This is an optimization exercise on Yosys and OpenROAD, whose aim is small area and a short achievable clock period, not a production implementation. At most, simulation tests tie the RTL to the original design; equivalence was not proved.

==> build 88: inputs <==
==> flow/design.v <==
`timescale 1ns / 1ps
module alu (
input [7:0] a,
input [7:0] b,
input binv,
input bz,
input sh_l,
input sh_r,
input rot_l,
input rot_r,
input asr,
input s_add,
input s_mul,
input s_and,
input s_xor,
input s_mov,
output [7:0] res,
output [7:0] ext_res,
output cb
);
wire [7:0] bx = (b & {8{~bz}}) ^ {8{binv}};
wire [8:0] sum = {1'b0, a} + {1'b0, bx} + {8'd0, binv ^ bz};
wire [15:0] prod;
mul8 m0 (.a(a), .b(b), .p(prod));
assign cb = sum[8] ^ binv;
assign ext_res = prod[15:8];
wire [7:0] left = {a[6:0], rot_l & a[7]};
wire [7:0] right = {(rot_r & a[0]) | (asr & a[7]), a[7:1]};
assign res = ({8{sh_l}} & left)
           | ({8{sh_r}} & right)
           | ({8{s_add}} & sum[7:0])
           | ({8{s_mul}} & prod[7:0])
           | ({8{s_and}} & (a & b))
           | ({8{s_xor}} & (a ^ b))
           | ({8{s_mov}} & b);
endmodule
module mul8 (
input [7:0] a,
input [7:0] b,
output [15:0] p
);
wire [9:0] a1 = {2'b0, a};
wire [9:0] a2 = {1'b0, a, 1'b0};
wire [9:0] a3 = a1 + a2;
wire [39:0] r;
genvar k;
generate for (k = 0; k < 4; k = k + 1) begin : g_pp
wire s1 = ~b[2*k+1] & b[2*k];
wire s2 = b[2*k+1] & ~b[2*k];
wire s3 = b[2*k+1] & b[2*k];
assign r[10*k +: 10] = ({10{s1}} & a1) | ({10{s2}} & a2) | ({10{s3}} & a3);
end endgenerate
wire [15:0] r0 = {6'd0, r[9:0]};
wire [15:0] r1 = {4'd0, r[19:10], 2'd0};
wire [15:0] r2 = {2'd0, r[29:20], 4'd0};
wire [15:0] r3 = {r[39:30], 6'd0};
wire [15:0] s1 = r0 ^ r1 ^ r2;
wire [15:0] c1 = ((r0 & r1) | (r0 & r2) | (r1 & r2)) << 1;
wire [15:0] s2 = s1 ^ c1 ^ r3;
wire [15:0] c2 = ((s1 & c1) | (s1 & r3) | (c1 & r3)) << 1;
assign p = s2 + c2;
endmodule
`timescale 1ns / 1ps
module control_unit (
input [7:0] instr,
input cb_in,
output rf_we,
output pc_load,
output halt,
output acc_we,
output ext_we,
output cb_we,
output binv,
output bz,
output sh_l,
output sh_r,
output rot_l,
output rot_r,
output asr,
output s_add,
output s_mul,
output s_and,
output s_xor,
output s_mov
);
wire [3:0] h = instr[7:4];
wire [3:0] l = instr[3:0];
wire z = (h == 4'h0) & ~l[3];
wire is_inc = z & (l[2:0] == 3'd6);
wire is_dec = z & (l[2:0] == 3'd7);
wire is_add = (h == 4'h1);
wire is_sub = (h == 4'h2);
wire is_cmp = (h == 4'h7);
wire is_br  = (h == 4'h8);
wire is_ret = (h == 4'hB);
assign halt = (instr == 8'hFF);
assign rf_we = (h == 4'hA);
assign pc_load = is_ret | (is_br & cb_in);
assign sh_l = z & ((l[2:0] == 3'd1) | (l[2:0] == 3'd4));
assign sh_r = z & ((l[2:0] == 3'd2) | (l[2:0] == 3'd3) | (l[2:0] == 3'd5));
assign rot_l = (l[2:0] == 3'd4);
assign rot_r = (l[2:0] == 3'd3);
assign asr = (l[2:0] == 3'd5);
assign s_add = is_inc | is_dec | is_add | is_sub;
assign s_mul = (h == 4'h3);
assign s_and = (h == 4'h5);
assign s_xor = (h == 4'h6);
assign s_mov = (h == 4'h9);
assign acc_we = sh_l | sh_r | s_add | s_mul | s_and | s_xor | s_mov;
assign ext_we = s_mul;
assign cb_we = s_add | is_cmp;
assign binv = is_sub | is_cmp | is_dec;
assign bz = is_inc | is_dec;
endmodule
`timescale 1ns / 1ps
module program_counter (
input clk,
input rst,
input load,
input hold,
input [3:0] adr_in,
output reg [4:0] pc
);
always @(posedge clk or posedge rst) begin
if (rst)
pc <= 5'b00000;
else if (load)
pc <= {1'b0, adr_in};
else if (!hold)
pc <= pc + 5'd1;
end
endmodule
`timescale 1ns / 1ps
module register_file (
input clk,
input rst,
input [3:0] adr,
input [7:0] w_data,
input we,
output [7:0] r_data
);
reg [7:0] regs [0:15];
integer i;
wire [3:0] lo = 4'd1 << adr[1:0];
wire [3:0] hi = 4'd1 << adr[3:2];
reg [7:0] g [0:3];
reg [7:0] rd;
integer k, m;
always @(*) begin
  rd = 8'd0;
  for (k = 0; k < 4; k = k + 1) begin
    g[k] = 8'd0;
    for (m = 0; m < 4; m = m + 1)
      g[k] = g[k] | ({8{lo[m]}} & regs[4*k+m]);
    rd = rd | ({8{hi[k]}} & g[k]);
  end
end
assign r_data = rd;
always @(posedge clk or posedge rst) begin
if (rst)
for (i = 0; i < 16; i = i + 1)
regs[i] <= i;
else if (we)
regs[adr] <= w_data;
end
endmodule
`timescale 1ns / 1ps
module processor_top (
input clk,
input rst,
input [7:0] instr_in,
output [4:0] pc_out,
output [7:0] acc_out,
output [7:0] ext_out,
output cb_out,
output halt_out
);
wire [3:0] n = instr_in[3:0];
wire [7:0] rf_data;
wire [7:0] alu_res;
wire [7:0] alu_ext;
wire alu_cb;
wire rf_we, pc_load, halt, acc_we, ext_we, cb_we;
wire binv, bz, sh_l, sh_r, rot_l, rot_r, asr;
wire s_add, s_mul, s_and, s_xor, s_mov;
reg [7:0] acc;
reg [7:0] ext;
reg cb;
control_unit cu0 (
.instr(instr_in),
.cb_in(cb),
.rf_we(rf_we),
.pc_load(pc_load),
.halt(halt),
.acc_we(acc_we),
.ext_we(ext_we),
.cb_we(cb_we),
.binv(binv),
.bz(bz),
.sh_l(sh_l),
.sh_r(sh_r),
.rot_l(rot_l),
.rot_r(rot_r),
.asr(asr),
.s_add(s_add),
.s_mul(s_mul),
.s_and(s_and),
.s_xor(s_xor),
.s_mov(s_mov)
);
program_counter pc0 (
.clk(clk),
.rst(rst),
.load(pc_load),
.hold(halt),
.adr_in(n),
.pc(pc_out)
);
register_file rf0 (
.clk(clk),
.rst(rst),
.adr(n),
.w_data(acc),
.we(rf_we),
.r_data(rf_data)
);
alu alu0 (
.a(acc),
.b(rf_data),
.binv(binv),
.bz(bz),
.sh_l(sh_l),
.sh_r(sh_r),
.rot_l(rot_l),
.rot_r(rot_r),
.asr(asr),
.s_add(s_add),
.s_mul(s_mul),
.s_and(s_and),
.s_xor(s_xor),
.s_mov(s_mov),
.res(alu_res),
.ext_res(alu_ext),
.cb(alu_cb)
);
always @(posedge clk or posedge rst) begin
if (rst) begin
acc <= 8'b0;
ext <= 8'b0;
cb <= 1'b0;
end else begin
if (acc_we)
acc <= alu_res;
if (ext_we)
ext <= alu_ext;
if (cb_we)
cb <= alu_cb;
end
end
assign halt_out = halt;
assign acc_out = acc;
assign ext_out = ext;
assign cb_out = cb;
endmodule
==> flow/flow/run.sh <==
#!/bin/bash
# The standard layout (standard.sh) with three changes:
# - synthesis leaves full and half adders to ABC as plain gates instead of
#   mapping them to the library's slow fa/ha cells (ADDER_MAP_FILE empty);
# - ABC maps the logic with flow/abc.script (ORFS's abc_area.script with the
#   strash/dch/map steps run twice) in place of abc_area.script; everything
#   else in the synthesis (synth_recipe.tcl) is unchanged, so the registers
#   are the same;
# - the port buffers that placement inserts are buf_2 cells.
# The make output goes to flow.log; ORFS keeps each tool's log in orfs/logs.
set -euo pipefail
W=$PWD
export ADDER_MAP_FILE=
export BUFFER_PORTS_ARGS="-buffer_cell sky130_fd_sc_hd__buf_2"
export MY_ABC_SCRIPT=$W/flow/abc.script
cat > $W/my_synth.tcl <<EOF
proc abc {args} {
  set i [lsearch \$args -script]
  if { \$i >= 0 } { lset args [expr {\$i + 1}] \$::env(MY_ABC_SCRIPT) }
  yosys abc {*}\$args
}
source $W/synth_recipe.tcl
EOF
sed "s#SYNTH_SCRIPT=[^ ]*#SYNTH_SCRIPT=$W/my_synth.tcl#" standard.sh > $W/my_standard.sh
grep -q "SYNTH_SCRIPT=$W/my_synth.tcl" $W/my_standard.sh
bash $W/my_standard.sh finish > $W/flow.log 2>&1
==> flow/flow/abc.script <==
strash
dch
map -B 0.9
strash
dch
map -B 0.9
topo
stime -c
buffer -c
upsize -c
dnsize -c
==> flow/standard.sh <==
#!/bin/bash
# synth_recipe.tcl (not shown) runs the flow's synth.tcl, then flattens the netlist and writes it again
# the make line also repeats each setting of config.mk as NAME=value (left out here)
make -C /OpenROAD-flow-scripts/flow DESIGN_CONFIG=/design/flow/config.mk WORK_HOME=/design/flow/orfs CLKGATE_MAP_FILE= SYNTH_SCRIPT=/design/flow/synth_recipe.tcl "${@:-finish}"
==> flow/config.mk <==
export PLATFORM = sky130hd
export DESIGN_NAME = processor_top
export DESIGN_NICKNAME = processor_top
export VERILOG_FILES = /design/flow/design.v
export SDC_FILE = /design/flow/constraint.sdc
export NUM_CORES = 4
export LEC_CHECK = 0
export ABC_AREA = 1
export CAP_MARGIN = 20
export CORE_MARGIN = 2
export CORE_UTILIZATION = 40
export CTS_BUF_LIST = sky130_fd_sc_hd__clkbuf_8
export SETUP_SLACK_MARGIN = 3.6
export SLEW_MARGIN = 20
==> flow/constraint.sdc <==
create_clock -name core_clock -period 8.0 [get_ports {clk}]
set_input_delay 1.6000 -clock core_clock [delete_from_list [all_inputs] [get_ports {clk}]]
set_output_delay 1.6000 -clock core_clock [all_outputs]
set_load 0.01 [all_outputs]
==> trial 74 (differences from build 88) <==
==> flow/design.v (replaced) <==
`timescale 1ns / 1ps
module alu (
input [7:0] a,
input [7:0] b,
input binv,
input bz,
input [9:0] sel,
output [7:0] res,
output [7:0] ext_res,
output cb
);
wire [7:0] bb = (b & {8{~bz}}) ^ {8{binv}};
wire [8:0] sum = {1'b0, a} + {1'b0, bb} + {8'd0, binv ^ bz};
wire [15:0] prod;
mul8 m0 (.a(a), .b(b), .p(prod));
assign cb = sum[8] ^ binv;
assign ext_res = prod[15:8];
assign res = ({8{sel[0]}} & {a[6:0], 1'b0})
           | ({8{sel[1]}} & {1'b0, a[7:1]})
           | ({8{sel[2]}} & {a[0], a[7:1]})
           | ({8{sel[3]}} & {a[6:0], a[7]})
           | ({8{sel[4]}} & {a[7], a[7:1]})
           | ({8{sel[5]}} & sum[7:0])
           | ({8{sel[6]}} & prod[7:0])
           | ({8{sel[7]}} & (a & b))
           | ({8{sel[8]}} & (a ^ b))
           | ({8{sel[9]}} & b);
endmodule
module mul8 (input [7:0] a, input [7:0] b, output [15:0] p);
wire [9:0] a1 = {2'b0, a};
wire [9:0] a2 = {1'b0, a, 1'b0};
wire [9:0] a3 = a1 + a2;
function [9:0] sel4(input [1:0] s, input [9:0] x1, input [9:0] x2, input [9:0] x3);
  case (s) 2'd0: sel4 = 10'd0; 2'd1: sel4 = x1; 2'd2: sel4 = x2; default: sel4 = x3; endcase
endfunction
wire [15:0] r0 = {6'd0, sel4(b[1:0], a1, a2, a3)};
wire [15:0] r1 = {4'd0, sel4(b[3:2], a1, a2, a3), 2'd0};
wire [15:0] r2 = {2'd0, sel4(b[5:4], a1, a2, a3), 4'd0};
wire [15:0] r3 = {sel4(b[7:6], a1, a2, a3), 6'd0};
wire [15:0] s1 = r0 ^ r1 ^ r2;
wire [15:0] c1 = ((r0 & r1) | (r0 & r2) | (r1 & r2)) << 1;
wire [15:0] s2 = s1 ^ c1 ^ r3;
wire [15:0] c2 = ((s1 & c1) | (s1 & r3) | (c1 & r3)) << 1;
assign p = s2 + c2;
endmodule
`timescale 1ns / 1ps
module control_unit (
input [7:0] instr,
input cb_in,
output rf_we,
output pc_load,
output halt,
output acc_we,
output ext_we,
output cb_we,
output binv,
output bz,
output [9:0] sel
);
wire [3:0] h = instr[7:4];
wire [3:0] l = instr[3:0];
wire z = (h == 4'h0);
wire acc1 = z & ~l[3] & (l[2:0] != 3'd0);
wire is_inc = z & (l == 4'h6);
wire is_dec = z & (l == 4'h7);
wire is_add = (h == 4'h1);
wire is_sub = (h == 4'h2);
wire is_mul = (h == 4'h3);
wire is_and = (h == 4'h5);
wire is_xor = (h == 4'h6);
wire is_cmp = (h == 4'h7);
wire is_br  = (h == 4'h8);
wire is_mov = (h == 4'h9);
wire is_st  = (h == 4'hA);
wire is_ret = (h == 4'hB);
assign halt = (instr == 8'hFF);
assign rf_we = is_st;
assign pc_load = is_ret | (is_br & cb_in);
assign acc_we = acc1 | is_add | is_sub | is_mul | is_and | is_xor | is_mov;
assign ext_we = is_mul;
assign cb_we = is_inc | is_dec | is_add | is_sub | is_cmp;
assign binv = is_sub | is_cmp | is_dec;
assign bz = is_inc | is_dec;
assign sel[0] = z & (l == 4'h1);
assign sel[1] = z & (l == 4'h2);
assign sel[2] = z & (l == 4'h3);
assign sel[3] = z & (l == 4'h4);
assign sel[4] = z & (l == 4'h5);
assign sel[5] = is_inc | is_dec | is_add | is_sub;
assign sel[6] = is_mul;
assign sel[7] = is_and;
assign sel[8] = is_xor;
assign sel[9] = is_mov;
endmodule
`timescale 1ns / 1ps
module program_counter (
input clk,
input rst,
input load,
input hold,
input [3:0] adr_in,
output reg [4:0] pc
);
always @(posedge clk or posedge rst) begin
if (rst)
pc <= 5'b00000;
else if (load)
pc <= {1'b0, adr_in};
else if (!hold)
pc <= pc + 5'd1;
end
endmodule
`timescale 1ns / 1ps
module register_file (
input clk,
input rst,
input [3:0] adr,
input [7:0] w_data,
input we,
output [7:0] r_data
);
reg [7:0] regs [0:15];
assign r_data = regs[adr];
integer i;
always @(posedge clk or posedge rst) begin
if (rst)
for (i = 0; i < 16; i = i + 1)
regs[i] <= i;
else if (we)
regs[adr] <= w_data;
end
endmodule
`timescale 1ns / 1ps
module processor_top (
input clk,
input rst,
input [7:0] instr_in,
output [4:0] pc_out,
output [7:0] acc_out,
output [7:0] ext_out,
output cb_out,
output halt_out
);
wire [3:0] n = instr_in[3:0];
wire [7:0] rf_data;
wire [7:0] alu_res;
wire [7:0] alu_ext;
wire alu_cb;
wire rf_we, pc_load, halt, acc_we, ext_we, cb_we;
wire [9:0] sel;
wire binv, bz;
reg [7:0] acc;
reg [7:0] ext;
reg cb;
control_unit cu0 (
.instr(instr_in),
.cb_in(cb),
.rf_we(rf_we),
.pc_load(pc_load),
.halt(halt),
.acc_we(acc_we),
.ext_we(ext_we),
.cb_we(cb_we),
.binv(binv),
.bz(bz),
.sel(sel)
);
program_counter pc0 (
.clk(clk),
.rst(rst),
.load(pc_load),
.hold(halt),
.adr_in(n),
.pc(pc_out)
);
register_file rf0 (
.clk(clk),
.rst(rst),
.adr(n),
.w_data(acc),
.we(rf_we),
.r_data(rf_data)
);
alu alu0 (
.a(acc),
.b(rf_data),
.binv(binv),
.bz(bz),
.sel(sel),
.res(alu_res),
.ext_res(alu_ext),
.cb(alu_cb)
);
always @(posedge clk or posedge rst) begin
if (rst) begin
acc <= 8'b0;
ext <= 8'b0;
cb <= 1'b0;
end else begin
if (acc_we)
acc <= alu_res;
if (ext_we)
ext <= alu_ext;
if (cb_we)
cb <= alu_cb;
end
end
assign halt_out = halt;
assign acc_out = acc;
assign ext_out = ext;
assign cb_out = cb;
endmodule
==> flow/run.sh (new file) <==
#!/bin/bash
# synth_recipe.tcl (not shown) runs the flow's synth.tcl, then flattens the netlist and writes it again
# the make line also repeats each setting of config.mk as NAME=value (left out here)
make -C /OpenROAD-flow-scripts/flow DESIGN_CONFIG=/design/flow/config.mk WORK_HOME=/design/flow/orfs CLKGATE_MAP_FILE= SYNTH_SCRIPT=/design/flow/synth_recipe.tcl finish
Settings changed: ABC_AREA 1 to default, CTS_BUF_LIST sky130_fd_sc_hd__clkbuf_8 to default, SETUP_SLACK_MARGIN 3.6 to default.
removed: flow/flow/run.sh
removed: flow/flow/abc.script
removed: flow/standard.sh
==> trial 82 (differences from build 88) <==
--- a/flow/design.v
+++ b/flow/design.v
@@ -130,7 +130,6 @@
 pc <= pc + 5'd1;
 end
 endmodule
-`timescale 1ns / 1ps
 module register_file (
 input clk,
 input rst,
--- a/flow/flow/run.sh
+++ b/flow/flow/run.sh
@@ -1,13 +1,11 @@
 #!/bin/bash
 # The standard layout (standard.sh) with three changes:
 # - synthesis leaves full and half adders to ABC as plain gates instead of
-#   mapping them to the library's slow fa/ha cells (ADDER_MAP_FILE empty);
-# - ABC maps the logic with flow/abc.script (ORFS's abc_area.script with the
-#   strash/dch/map steps run twice) in place of abc_area.script; everything
-#   else in the synthesis (synth_recipe.tcl) is unchanged, so the registers
-#   are the same;
+#   mapping them to the library's fa/ha cells (ADDER_MAP_FILE empty);
+# - ABC maps the logic with flow/abc.script (a delay target with area
+#   recovery) instead of ORFS's abc_area.script; everything else in the
+#   synthesis (synth_recipe.tcl) is unchanged, so the registers are the same;
 # - the port buffers that placement inserts are buf_2 cells.
-# The make output goes to flow.log; ORFS keeps each tool's log in orfs/logs.
 set -euo pipefail
 W=$PWD
 export ADDER_MAP_FILE=
Settings changed: SETUP_SLACK_MARGIN 3.6 to 3.75.
==> trial 43 (differences from build 88) <==
--- a/flow/design.v
+++ b/flow/design.v
@@ -140,22 +140,8 @@
 output [7:0] r_data
 );
 reg [7:0] regs [0:15];
+assign r_data = regs[adr];
 integer i;
-wire [3:0] lo = 4'd1 << adr[1:0];
-wire [3:0] hi = 4'd1 << adr[3:2];
-reg [7:0] g [0:3];
-reg [7:0] rd;
-integer k, m;
-always @(*) begin
-  rd = 8'd0;
-  for (k = 0; k < 4; k = k + 1) begin
-    g[k] = 8'd0;
-    for (m = 0; m < 4; m = m + 1)
-      g[k] = g[k] | ({8{lo[m]}} & regs[4*k+m]);
-    rd = rd | ({8{hi[k]}} & g[k]);
-  end
-end
-assign r_data = rd;
 always @(posedge clk or posedge rst) begin
 if (rst)
 for (i = 0; i < 16; i = i + 1)
==> flow/flow/run.sh (replaced) <==
#!/bin/bash
# Standard layout (the standard.sh) with two changes:
# - synthesis leaves full and half adders to ABC as plain gates instead of
#   mapping them to the library's slow fa/ha cells;
# - the port buffers that placement inserts are buf_2 cells.
set -euo pipefail
export ADDER_MAP_FILE=
export BUFFER_PORTS_ARGS="-buffer_cell sky130_fd_sc_hd__buf_2"
bash standard.sh finish > flow.log 2>&1
Settings changed: SETUP_SLACK_MARGIN 3.6 to 3.
removed: flow/flow/abc.script
==> qor summary <==
quantity	build 88	trial 43	trial 74	trial 82
Multi-input gate area	6060 um^2	5870 um^2	5760 um^2	6290 um^2
Setup bufs post-CTS	1	0	0	2
WL met3	2420 um	3120 um	2090 um	2960 um
Post-Synth Adder-Cell Area	0%	0%	8.77%	0%
Post-layout instance area	11600 um^2	11400 um^2	11200 um^2	12100 um^2
Peak per-stage delay on the critical path	0.36 ns	0.36 ns	0.53 ns	0.35 ns
Hold Path Stages	2	2	2	1
Setup WS pre-CTS	2.48 ns	2.29 ns	0.821 ns	2.48 ns
Final critical delay including setup and external delays	4.28 ns	4.77 ns	6.78 ns	4.13 ns
Run status	complete, no violations	complete, no violations	complete, no violations	complete, no violations
Share of the clock period used by the worst path after layout	53.5%	59.7%	84.7%	51.6%
Area Overhead vs Synth	10.7%	11.7%	12.1%	15.8%
Post-DP HPWL	24000 um	24200 um	20800 um	24000 um
The RTL of trial 74 and trial 43 was laid out without a check of its function.

[re-timing with driven ports]
Ports are ideal in the flow. The routed layouts listed here were re-timed in OpenROAD. Step 1 sets driving cells, clkbuf_16 on the clock port and buf_2 on the other inputs (assumed; they add their load-dependent delay and slew). Step 2 moves the port delays by t, midway between the first and last clock arrival at a register: inputs arrive t later, outputs are due t later. That takes back most of the time a late clock gives input paths. a / b / c = ideal ports / drivers / drivers and shift; a / b = the first two.
run	t (ns)	setup WS [ns]	hold WS [ns]	worst slew at a driven data input, ns	pins driven straight from the clock port
build 88	0.504	3.719 / 3.652 / 3.301	0.482 / 0.482 / 0.482	0.06	1
trial 74	0.471	1.225 / 1.240 / 0.769	0.464 / 0.464 / 0.464	0.03	1
trial 82	0.512	3.870 / 3.624 / 3.224	0.481 / 0.481 / 0.481	0.26	1
trial 43	0.502	3.226 / 3.229 / 2.738	0.485 / 0.485 / 0.485	0.03	1
After both steps setup and hold are still met in every run listed. The setup slack of trial 82, which loses most, moves by -0.246 ns with the drivers and by -0.646 ns with both steps.
